From an optimization exercise on the open Yosys and OpenROAD flow, aimed at small area; shortcuts taken in it are not production practice.
Function was checked by simulation only, so behaviour that the tests miss may differ from the original.

--- design/flow/run.sh ---
#!/bin/bash
# synth_recipe.tcl (not shown) runs the flow's synth.tcl, then flattens the netlist and writes it again
# the make line also repeats each setting of config.mk as NAME=value (left out here)
make -C /OpenROAD-flow-scripts/flow DESIGN_CONFIG=/design/flow/config.mk WORK_HOME=/design/flow/orfs CLKGATE_MAP_FILE= SYNTH_SCRIPT=/design/flow/synth_recipe.tcl finish
--- design/flow/config.mk ---
export PLATFORM = sky130hd
export DESIGN_NAME = Tx8b10b
export DESIGN_NICKNAME = Tx8b10b
export VERILOG_FILES = /design/flow/design.v
export SDC_FILE = /design/flow/constraint.sdc
export NUM_CORES = 4
export LEC_CHECK = 0
export CAP_MARGIN = 20
export CORE_MARGIN = 2
export CORE_UTILIZATION = 40
export SLEW_MARGIN = 20
--- design/flow/constraint.sdc ---
create_clock -name core_clock -period 5.0 [get_ports {clk}]
set_input_delay 1.0000 -clock core_clock [delete_from_list [all_inputs] [get_ports {clk}]]
set_output_delay 1.0000 -clock core_clock [all_outputs]
set_load 0.01 [all_outputs]
--- design/flow/design.v ---
module Fifo #(
    parameter WIDTH      = 8,  
    parameter LOG2_DEPTH = 4   
)
(
    input clk,                        
    input rst,                        
    input write,                      
    input read,                       
    input [WIDTH-1:0] dataIn,         
    output wire [WIDTH-1:0] dataOut,  
    output reg dataPresent,           
    output wire halfFull,             
    output wire full                  
);
reg [WIDTH-1:0] memory[2**LOG2_DEPTH-1:0];
reg [LOG2_DEPTH-1:0] pointer;
wire zero;
integer i;
always @(posedge clk) begin
    if (write) begin
        memory[0] <= dataIn;
        for (i=1; i<(2**LOG2_DEPTH); i=i+1) begin
            memory[i] <= memory[i-1];
        end
    end
end
assign dataOut = memory[pointer];
always @(posedge clk) begin
    if (rst) begin
        pointer <= 'd0;
        dataPresent <= 1'b0;
    end
    else begin
        dataPresent <= write 
                     | (dataPresent & ~zero)
                     | (dataPresent &  zero & ~read);
        case ({read, write})
            2'b00 : pointer <= pointer;
            2'b01 : pointer <= (!full && dataPresent) ? pointer + 2'd1 : pointer;
            2'b10 : pointer <= (!zero)  ? pointer - 2'd1 : pointer;
            2'b11 : pointer <= pointer;
        endcase
    end
end
assign zero = ~|pointer;
assign halfFull = pointer[LOG2_DEPTH-1];  
assign full = &pointer;
endmodule
module Tx8b10b #(
    parameter FILL_WORD_RD0 = 10'b0011111010,  
    parameter FILL_WORD_RD1 = 10'b1100000101,  
    parameter FILL_WORD_FLIP = 1'b1,           
    parameter LOG2_DEPTH = 4                   
)
(
    input clk,           
    input rst,           
    input en,            
    input [7:0] dataIn,  
    input writeStrobe,   
    output dataPresent,  
    output halfFull,     
    output full,         
    output tx            
);
wire [7:0] dataToEncode;
reg [3:0] outCounter;
reg [1:9] shiftOut;
reg readStrobe;
reg runDisparity6b;  
reg runDisparity4b;  
reg useAlt;
reg dataPresentLatch;
reg busy;  
if (LOG2_DEPTH > 0) begin
    Fifo #(
        .WIDTH(8),               
        .LOG2_DEPTH(LOG2_DEPTH)  
    )
    txFifo
    (
        .clk(clk),                  
        .rst(rst),                  
        .write(writeStrobe),        
        .read(readStrobe),          
        .dataIn(dataIn),            
        .dataOut(dataToEncode),     
        .dataPresent(dataPresent),  
        .halfFull(halfFull),        
        .full(full)                 
    );
end
else begin
    assign dataToEncode = dataIn;
    always @(posedge clk) begin
        if (rst) begin
            busy <= 1'b0;
        end
        else begin
            busy <= busy ? (~readStrobe & busy) : writeStrobe;
        end
    end
end
assign tx = shiftOut[1];
always @(posedge clk) begin
    if (rst) begin
        readStrobe       <= 1'b0;
        runDisparity6b   <= 1'b0;
        runDisparity4b   <= 1'b0;
        outCounter       <= 'd0;
        shiftOut         <= 'd0;
        useAlt           <= 1'b0;
        dataPresentLatch <= 1'b0;
    end
    else if (en) begin
        if (outCounter == 'd0) begin
            readStrobe <= 1'b0;
            outCounter <= 'd9;
            shiftOut[7:9] <= {shiftOut[8:9], 1'b0};
            useAlt <= 1'b0;
            dataPresentLatch <= dataPresent;
            if (dataPresent) begin
                case ({dataToEncode[4:0], runDisparity6b})
                    6'b000000 : begin shiftOut[1:6] <= 6'b100111; runDisparity4b <= 1'b1; end
                    6'b000001 : begin shiftOut[1:6] <= 6'b011000; runDisparity4b <= 1'b0; end
                    6'b000010 : begin shiftOut[1:6] <= 6'b011101; runDisparity4b <= 1'b1; end
                    6'b000011 : begin shiftOut[1:6] <= 6'b100010; runDisparity4b <= 1'b0; end
                    6'b000100 : begin shiftOut[1:6] <= 6'b101101; runDisparity4b <= 1'b1; end
                    6'b000101 : begin shiftOut[1:6] <= 6'b010010; runDisparity4b <= 1'b0; end
                    6'b000110 : begin shiftOut[1:6] <= 6'b110001; runDisparity4b <= 1'b0; end
                    6'b000111 : begin shiftOut[1:6] <= 6'b110001; runDisparity4b <= 1'b1; end
                    6'b001000 : begin shiftOut[1:6] <= 6'b110101; runDisparity4b <= 1'b1; end
                    6'b001001 : begin shiftOut[1:6] <= 6'b001010; runDisparity4b <= 1'b0; end
                    6'b001010 : begin shiftOut[1:6] <= 6'b101001; runDisparity4b <= 1'b0; end
                    6'b001011 : begin shiftOut[1:6] <= 6'b101001; runDisparity4b <= 1'b1; end
                    6'b001100 : begin shiftOut[1:6] <= 6'b011001; runDisparity4b <= 1'b0; end
                    6'b001101 : begin shiftOut[1:6] <= 6'b011001; runDisparity4b <= 1'b1; end
                    6'b001110 : begin shiftOut[1:6] <= 6'b111000; runDisparity4b <= 1'b0; end
                    6'b001111 : begin shiftOut[1:6] <= 6'b000111; runDisparity4b <= 1'b1; end
                    6'b010000 : begin shiftOut[1:6] <= 6'b111001; runDisparity4b <= 1'b1; end
                    6'b010001 : begin shiftOut[1:6] <= 6'b000110; runDisparity4b <= 1'b0; end
                    6'b010010 : begin shiftOut[1:6] <= 6'b100101; runDisparity4b <= 1'b0; end
                    6'b010011 : begin shiftOut[1:6] <= 6'b100101; runDisparity4b <= 1'b1; end
                    6'b010100 : begin shiftOut[1:6] <= 6'b010101; runDisparity4b <= 1'b0; end
                    6'b010101 : begin shiftOut[1:6] <= 6'b010101; runDisparity4b <= 1'b1; end
                    6'b010110 : begin shiftOut[1:6] <= 6'b110100; runDisparity4b <= 1'b0; end
                    6'b010111 : begin shiftOut[1:6] <= 6'b110100; runDisparity4b <= 1'b1; useAlt <= 1'b1; end
                    6'b011000 : begin shiftOut[1:6] <= 6'b001101; runDisparity4b <= 1'b0; end
                    6'b011001 : begin shiftOut[1:6] <= 6'b001101; runDisparity4b <= 1'b1; end
                    6'b011010 : begin shiftOut[1:6] <= 6'b101100; runDisparity4b <= 1'b0; end
                    6'b011011 : begin shiftOut[1:6] <= 6'b101100; runDisparity4b <= 1'b1; useAlt <= 1'b1; end
                    6'b011100 : begin shiftOut[1:6] <= 6'b011100; runDisparity4b <= 1'b0; end
                    6'b011101 : begin shiftOut[1:6] <= 6'b011100; runDisparity4b <= 1'b1; useAlt <= 1'b1; end
                    6'b011110 : begin shiftOut[1:6] <= 6'b010111; runDisparity4b <= 1'b1; end
                    6'b011111 : begin shiftOut[1:6] <= 6'b101000; runDisparity4b <= 1'b0; end
                    6'b100000 : begin shiftOut[1:6] <= 6'b011011; runDisparity4b <= 1'b1; end
                    6'b100001 : begin shiftOut[1:6] <= 6'b100100; runDisparity4b <= 1'b0; end
                    6'b100010 : begin shiftOut[1:6] <= 6'b100011; runDisparity4b <= 1'b0; useAlt <= 1'b1; end
                    6'b100011 : begin shiftOut[1:6] <= 6'b100011; runDisparity4b <= 1'b1; end
                    6'b100100 : begin shiftOut[1:6] <= 6'b010011; runDisparity4b <= 1'b0; useAlt <= 1'b1; end
                    6'b100101 : begin shiftOut[1:6] <= 6'b010011; runDisparity4b <= 1'b1; end
                    6'b100110 : begin shiftOut[1:6] <= 6'b110010; runDisparity4b <= 1'b0; end
                    6'b100111 : begin shiftOut[1:6] <= 6'b110010; runDisparity4b <= 1'b1; end
                    6'b101000 : begin shiftOut[1:6] <= 6'b001011; runDisparity4b <= 1'b0; useAlt <= 1'b1; end
                    6'b101001 : begin shiftOut[1:6] <= 6'b001011; runDisparity4b <= 1'b1; end
                    6'b101010 : begin shiftOut[1:6] <= 6'b101010; runDisparity4b <= 1'b0; end
                    6'b101011 : begin shiftOut[1:6] <= 6'b101010; runDisparity4b <= 1'b1; end
                    6'b101100 : begin shiftOut[1:6] <= 6'b011010; runDisparity4b <= 1'b0; end
                    6'b101101 : begin shiftOut[1:6] <= 6'b011010; runDisparity4b <= 1'b1; end
                    6'b101110 : begin shiftOut[1:6] <= 6'b111010; runDisparity4b <= 1'b1; end
                    6'b101111 : begin shiftOut[1:6] <= 6'b000101; runDisparity4b <= 1'b0; end
                    6'b110000 : begin shiftOut[1:6] <= 6'b110011; runDisparity4b <= 1'b1; end
                    6'b110001 : begin shiftOut[1:6] <= 6'b001100; runDisparity4b <= 1'b0; end
                    6'b110010 : begin shiftOut[1:6] <= 6'b100110; runDisparity4b <= 1'b0; end
                    6'b110011 : begin shiftOut[1:6] <= 6'b100110; runDisparity4b <= 1'b1; end
                    6'b110100 : begin shiftOut[1:6] <= 6'b010110; runDisparity4b <= 1'b0; end
                    6'b110101 : begin shiftOut[1:6] <= 6'b010110; runDisparity4b <= 1'b1; end
                    6'b110110 : begin shiftOut[1:6] <= 6'b110110; runDisparity4b <= 1'b1; end
                    6'b110111 : begin shiftOut[1:6] <= 6'b001001; runDisparity4b <= 1'b0; end
                    6'b111000 : begin shiftOut[1:6] <= 6'b001110; runDisparity4b <= 1'b0; end
                    6'b111001 : begin shiftOut[1:6] <= 6'b001110; runDisparity4b <= 1'b1; end
                    6'b111010 : begin shiftOut[1:6] <= 6'b101110; runDisparity4b <= 1'b1; end
                    6'b111011 : begin shiftOut[1:6] <= 6'b010001; runDisparity4b <= 1'b0; end
                    6'b111100 : begin shiftOut[1:6] <= 6'b011110; runDisparity4b <= 1'b1; end
                    6'b111101 : begin shiftOut[1:6] <= 6'b100001; runDisparity4b <= 1'b0; end
                    6'b111110 : begin shiftOut[1:6] <= 6'b101011; runDisparity4b <= 1'b1; end
                    6'b111111 : begin shiftOut[1:6] <= 6'b010100; runDisparity4b <= 1'b0; end
                endcase
            end
            else begin
                shiftOut[1:6] <= (runDisparity4b) ? FILL_WORD_RD1[9:4] : FILL_WORD_RD0[9:4];
                runDisparity6b <= runDisparity4b;
            end
        end
        else if (outCounter == 'd9) begin
            outCounter <= outCounter - 2'd1;
            shiftOut[1:5] <= shiftOut[2:6];
            if (dataPresentLatch) begin
                readStrobe <= 1'b1;
                case ({dataToEncode[7:5], runDisparity4b})
                    4'b0000 : begin shiftOut[6:9] <= 4'b1011; runDisparity6b <= 1'b1; end
                    4'b0001 : begin shiftOut[6:9] <= 4'b0100; runDisparity6b <= 1'b0; end
                    4'b0010 : begin shiftOut[6:9] <= 4'b1001; runDisparity6b <= 1'b0; end
                    4'b0011 : begin shiftOut[6:9] <= 4'b1001; runDisparity6b <= 1'b1; end
                    4'b0100 : begin shiftOut[6:9] <= 4'b0101; runDisparity6b <= 1'b0; end
                    4'b0101 : begin shiftOut[6:9] <= 4'b0101; runDisparity6b <= 1'b1; end
                    4'b0110 : begin shiftOut[6:9] <= 4'b1100; runDisparity6b <= 1'b0; end
                    4'b0111 : begin shiftOut[6:9] <= 4'b0011; runDisparity6b <= 1'b1; end
                    4'b1000 : begin shiftOut[6:9] <= 4'b1101; runDisparity6b <= 1'b1; end
                    4'b1001 : begin shiftOut[6:9] <= 4'b0010; runDisparity6b <= 1'b0; end
                    4'b1010 : begin shiftOut[6:9] <= 4'b1010; runDisparity6b <= 1'b0; end
                    4'b1011 : begin shiftOut[6:9] <= 4'b1010; runDisparity6b <= 1'b1; end
                    4'b1100 : begin shiftOut[6:9] <= 4'b0110; runDisparity6b <= 1'b0; end
                    4'b1101 : begin shiftOut[6:9] <= 4'b0110; runDisparity6b <= 1'b1; end
                    4'b1110 : begin shiftOut[6:9] <= (useAlt) ? 4'b0111 : 4'b1110; runDisparity6b <= 1'b1; end
                    4'b1111 : begin shiftOut[6:9] <= (useAlt) ? 4'b1000 : 4'b0001; runDisparity6b <= 1'b0; end
                endcase
            end
            else begin
                readStrobe <= 1'b0;
                shiftOut[6:9] <= (runDisparity4b) ? FILL_WORD_RD1[3:0] : FILL_WORD_RD0[3:0];
                runDisparity4b <= FILL_WORD_FLIP ^ runDisparity6b;
            end
        end
        else begin
            readStrobe <= 1'b0;
            outCounter <= outCounter - 2'd1;
            shiftOut <= {shiftOut[2:9], 1'b0};
        end
    end
    else begin
        readStrobe <= 1'b0;
    end
end
endmodule
==> results.sh <==
export IMPL_worstPathArrival_ns=4.34
export IMPL_grt_pass1_vias=5153
export IMPL_worst_slack_ns=1.015
export IMPL_period_minus_slack_ns=3.985
export IMPL_power_density_nw_per_um2=431.8
export IMPL_holdWs_ns=0.4462
export IMPL_drv_cap=0
export IMPL_post_cts_setup_buffer_count=0
export IMPL_synth_area_leader_cell="edfxtp_1"
export IMPL_area_growth_pct=13.36
export IMPL_drt_initial_drc_count=493
export IMPL_cp_endpoint="shiftOut[6]"
export IMPL_r2r_cells=10
export IMPL_rrSetupSlack_ns=1.02
export IMPL_rr_startpoint="genblk1.txFifo.pointer[0]"
export IMPL_synth_area_mux_share=0.03017
export IMPL_port_buffers=15
export IMPL_synth_area_leaders="edfxtp_1 (54%), dfxtp_1 (6.4%), a21oi_1 (2.7%)"
export IMPL_antenna_found_initial=0
export IMPL_rows=48
export IMPL_clock_sinks=151
export IMPL_n_antenna_cell=0
export IMPL_p_leak_nw=2.698
export IMPL_ys_types=71
export IMPL_hpwl_mm=10.89
export IMPL_syn_nets=622
export IMPL_synthAdderAreaFrac=0.01360
export IMPL_fin_area_um2=8134
export IMPL_cp_required_ns=5.35
export IMPL_seqCellArea_um2=4304
export IMPL_grt_max_degree=69
export IMPL_hold_violations=0
export IMPL_die_area_um2=19030
export IMPL_avgSynthCellArea_um2=11.90
export IMPL_rsz0062_at_grt="false"
export IMPL_clk_pin_slew_ns=0.07
export IMPL_fill_cells=1602
export IMPL_worst_setup_path_type="reg2reg"
export IMPL_synth_top_flop_cell="edfxtp_1"
export IMPL_drv_slew=0
export IMPL_start_util=0.4120
export IMPL_skew_ns=0.007256
export IMPL_syn_area_um2=7176
export IMPL_yosysWarnings=3
export IMPL_core_area_um2=17420
export IMPL_cts_tree="yes"
export IMPL_finalWeightedCongestion=0.8449
export IMPL_cp_common_cell="nor2_1"
export IMPL_drt_pass1_iterations=5
export IMPL_vias=5184
export IMPL_fin_total_pwr_mw=3.512
export IMPL_synth_cells=603
export IMPL_critPathCaptureType="flip-flop"
export IMPL_multi_input_area_um2=2592
export IMPL_path_cells="inv_1 -> ha_1 -> a2111o_1 -> nor2_1 -> a41o_1 -> nor2_1 -> a32o_1 -> a311o_1 -> o32a_1 -> a41oi_2"
export IMPL_drc=0
export IMPL_clk_latency_ns=0.43
export IMPL_period_share=0.7970
export IMPL_place_ws_ns=0.9885
export IMPL_synth_top_family_by_area="compound AO/OA/AOI/OAI gates"
export IMPL_synth_seq_cells=151
export IMPL_routed_via_density=6.142
export IMPL_crit_path_max_fanout=20
export IMPL_die_h_um=137.9
export IMPL_slew_headroom=0.4320
export IMPL_setup_viol=0
export IMPL_irDropWorstVdd_mv=0.3315
export IMPL_hold_path_class="reg2reg"
export IMPL_worst_pin_slew_ns=0.8519
export IMPL_synth_top_area_frac=0.5357
export IMPL_rr_endpoint="shiftOut[6]"
export IMPL_start_kind="flip-flop"
export IMPL_routed_wl_mm=16.86
export IMPL_post_dp_cell_area_um2=7503
export IMPL_cts_root_buf="clkbuf_16"
export IMPL_startpoint="genblk1.txFifo.pointer[0]"
export IMPL_cts_buffers=17
export IMPL_yosys_area_share_simple=0.1017
export IMPL_grt_usage=0.1890
export IMPL_drive_gt1_frac=0.1179
export IMPL_fmax_mhz=251.0
export IMPL_synth_compound_gate_area_share=0.2052
export IMPL_finalNetCount=625
export IMPL_ys_seq_area_frac=0.5998
export IMPL_synth_xor_area_frac=0.009765
export IMPL_synth_edf_count=128
export IMPL_cts_hold_buffers_added=0
export IMPL_ctsResizeCount=0
export IMPL_wire_per_inst_um=19.97
export IMPL_grt_ovfl_total=0
export IMPL_drtAntennaViolNets=0
export IMPL_slowest_stage="a2111o_1"
export IMPL_fp_dieW_um=137.9
export IMPL_io_pins=16
export IMPL_async_flop_share=0
export IMPL_crit_path_max_incr_delay_ns=0.78
export IMPL_cts_buffer_depth=2
export IMPL_status="timing/DRC/antenna clean"
export IMPL_grt_first_pass_wirelength_mm=27.40
export IMPL_cts_max_level=4
export IMPL_fin_tns_setup_ns=0
[power by group]
part | total, mW | internal, mW | switching, mW
Sequential | 1.51 | 1.45 | 0.0576
Combinational | 0.648 | 0.230 | 0.419
Clock | 1.35 | 0.802 | 0.550
[synth_stat cells (5+ instances only)]
| cell | number |
|---|---|
| edfxtp_1 | 128 |
| nand2_1 | 47 |
| nor2_1 | 45 |
| a21oi_1 | 39 |
| buf_2 | 27 |
| a22oi_1 | 25 |
| o21ai_0 | 25 |
| dfxtp_1 | 23 |
| nand3_1 | 17 |
| a221oi_1 | 16 |
| clkbuf_1 | 15 |
| a31oi_1 | 12 |
| inv_1 | 11 |
| nor2b_1 | 9 |
| nor3_1 | 9 |
| a222oi_1 | 8 |
| a22o_1 | 8 |
| ha_1 | 7 |
| mux2_2 | 7 |
| mux2i_1 | 7 |
| o22ai_1 | 7 |
| xnor2_1 | 6 |
| a211oi_1 | 5 |
| and3_1 | 5 |
| nor4_1 | 5 |
[logic make-up (layout without fill, tap and decap cells)]
logic type / after synthesis / after routing
DFF: 151 / 151
AOI/OAI and AO/OA: 202 / 202
adders and majority gates: 8 / 8
buffers and inverters: 61 / 77
muxes: 17 / 17
xor gates and xnor gates: 8 / 8
and+or+nand+nor: 156 / 156
[per-stage QoR]
stage                     utilization  std cells
final                          0.4670        844
after global routing           0.4670        844
after CTS                      0.4667        844
after detailed placement       0.4308        812
after global placement         0.4308        812
after floorplan                     -        603
[cell type report]
cell class	instances	share of cell area
clock buffers	18	0.05276
inverters	11	0.005076
repair buffers	34	0.03569
well taps	225	0.03461
flip-flops and latches	151	0.5291
clock inverters	14	0.02400
multi-input cells	391	0.3187
[worst max-delay path, delay by kind of cell (launching register included)]
kind	cells	cell delay (ns)
compound gates	6	2.41
fa+ha+maj	1	0.46
buf+inv	1	0.13
flops	1	0.44
simple gates	2	0.46
[sequential cells by signal (all words and copies together) (netlist names)]
name                        cells
dataPresentLatch                1
genblk1.txFifo.dataPresent      1
genblk1.txFifo.memory         128
genblk1.txFifo.pointer          4
outCounter                      4
readStrobe                      1
runDisparity4b                  1
runDisparity6b                  1
shiftOut                        9
useAlt                          1
[cells in the final DEF, fill, tap and decap left out, drive strengths merged, types with 5 or more instances in the layout]
master	synthesis	layout
nand3	17	17
inv	11	15
buf	35	20
nand2	47	47
mux2i	7	7
a22oi	25	25
clkbuf	15	18
clkinv	0	6
edfxtp	128	128
a21oi	39	39
a22o	8	8
a211oi	5	5
o21ai	27	27
nor2	47	47
nor2b	9	9
a221oi	16	16
a222oi	8	8
dfxtp	23	23
mux2	7	7
o22ai	8	8
a31oi	13	13
clkdlybuf4s50	0	14
nor3	9	9
ha	7	7
nor4	5	5
xnor2	6	6
and3	5	5
[metal layers]
layer / vias to the layer above / routed length (um) / part of all wire / track usage
li1: 2394 / - / - / -
met5: - / 0 / 0 / 0
met1: 2581 / 7643 / 0.45 / 0.2573
met3: 28 / 916 / 0.054 / 0.03838
met4: 0 / 425 / 0.025 / 0.08447
met2: 181 / 7870 / 0.47 / 0.2929
[worst min-delay path by stage]
stage	startpoint	endpoint	slack (ns)	cells after the start
2_1_floorplan	genblk1.txFifo.memory[2][4]	genblk1.txFifo.memory[3][4]	0.42	0
3_3_place_gp	genblk1.txFifo.memory[8][2]	genblk1.txFifo.memory[9][2]	0.43	0
3_5_place_dp	genblk1.txFifo.memory[1][7]	genblk1.txFifo.memory[2][7]	0.43	0
4_1_cts	genblk1.txFifo.memory[6][7]	genblk1.txFifo.memory[7][7]	0.45	0
5_1_grt	genblk1.txFifo.memory[3][2]	genblk1.txFifo.memory[4][2]	0.45	0
6_report	genblk1.txFifo.memory[6][7]	genblk1.txFifo.memory[7][7]	0.45	0

static timing again, ports no longer ideal:
The results above use ideal ports. As a check the final layout listed here was re-extracted and re-timed, cells and wires unchanged.
Step 1 sets driving cells, clkbuf_16 on the clock port and buf_2 on the other inputs (assumed; they add their load-dependent delay and slew).
Step 2 moves the port delays by t, midway between the first and last clock arrival at a register: inputs arrive t later, outputs are due t later. That takes back most of the time a late clock gives input paths.
Three values: ideal, step 1, step 2; two values: the first two.
t, ns: 0.463
setup slack, ns: 1.015 / 1.015 / 1.015
latest minus earliest clock arrival (ns): 0.009 / 0.009
After both steps this run still meets setup and hold. The setup slack of this run moves by 0.000 ns with the drivers and by 0.000 ns with both steps.
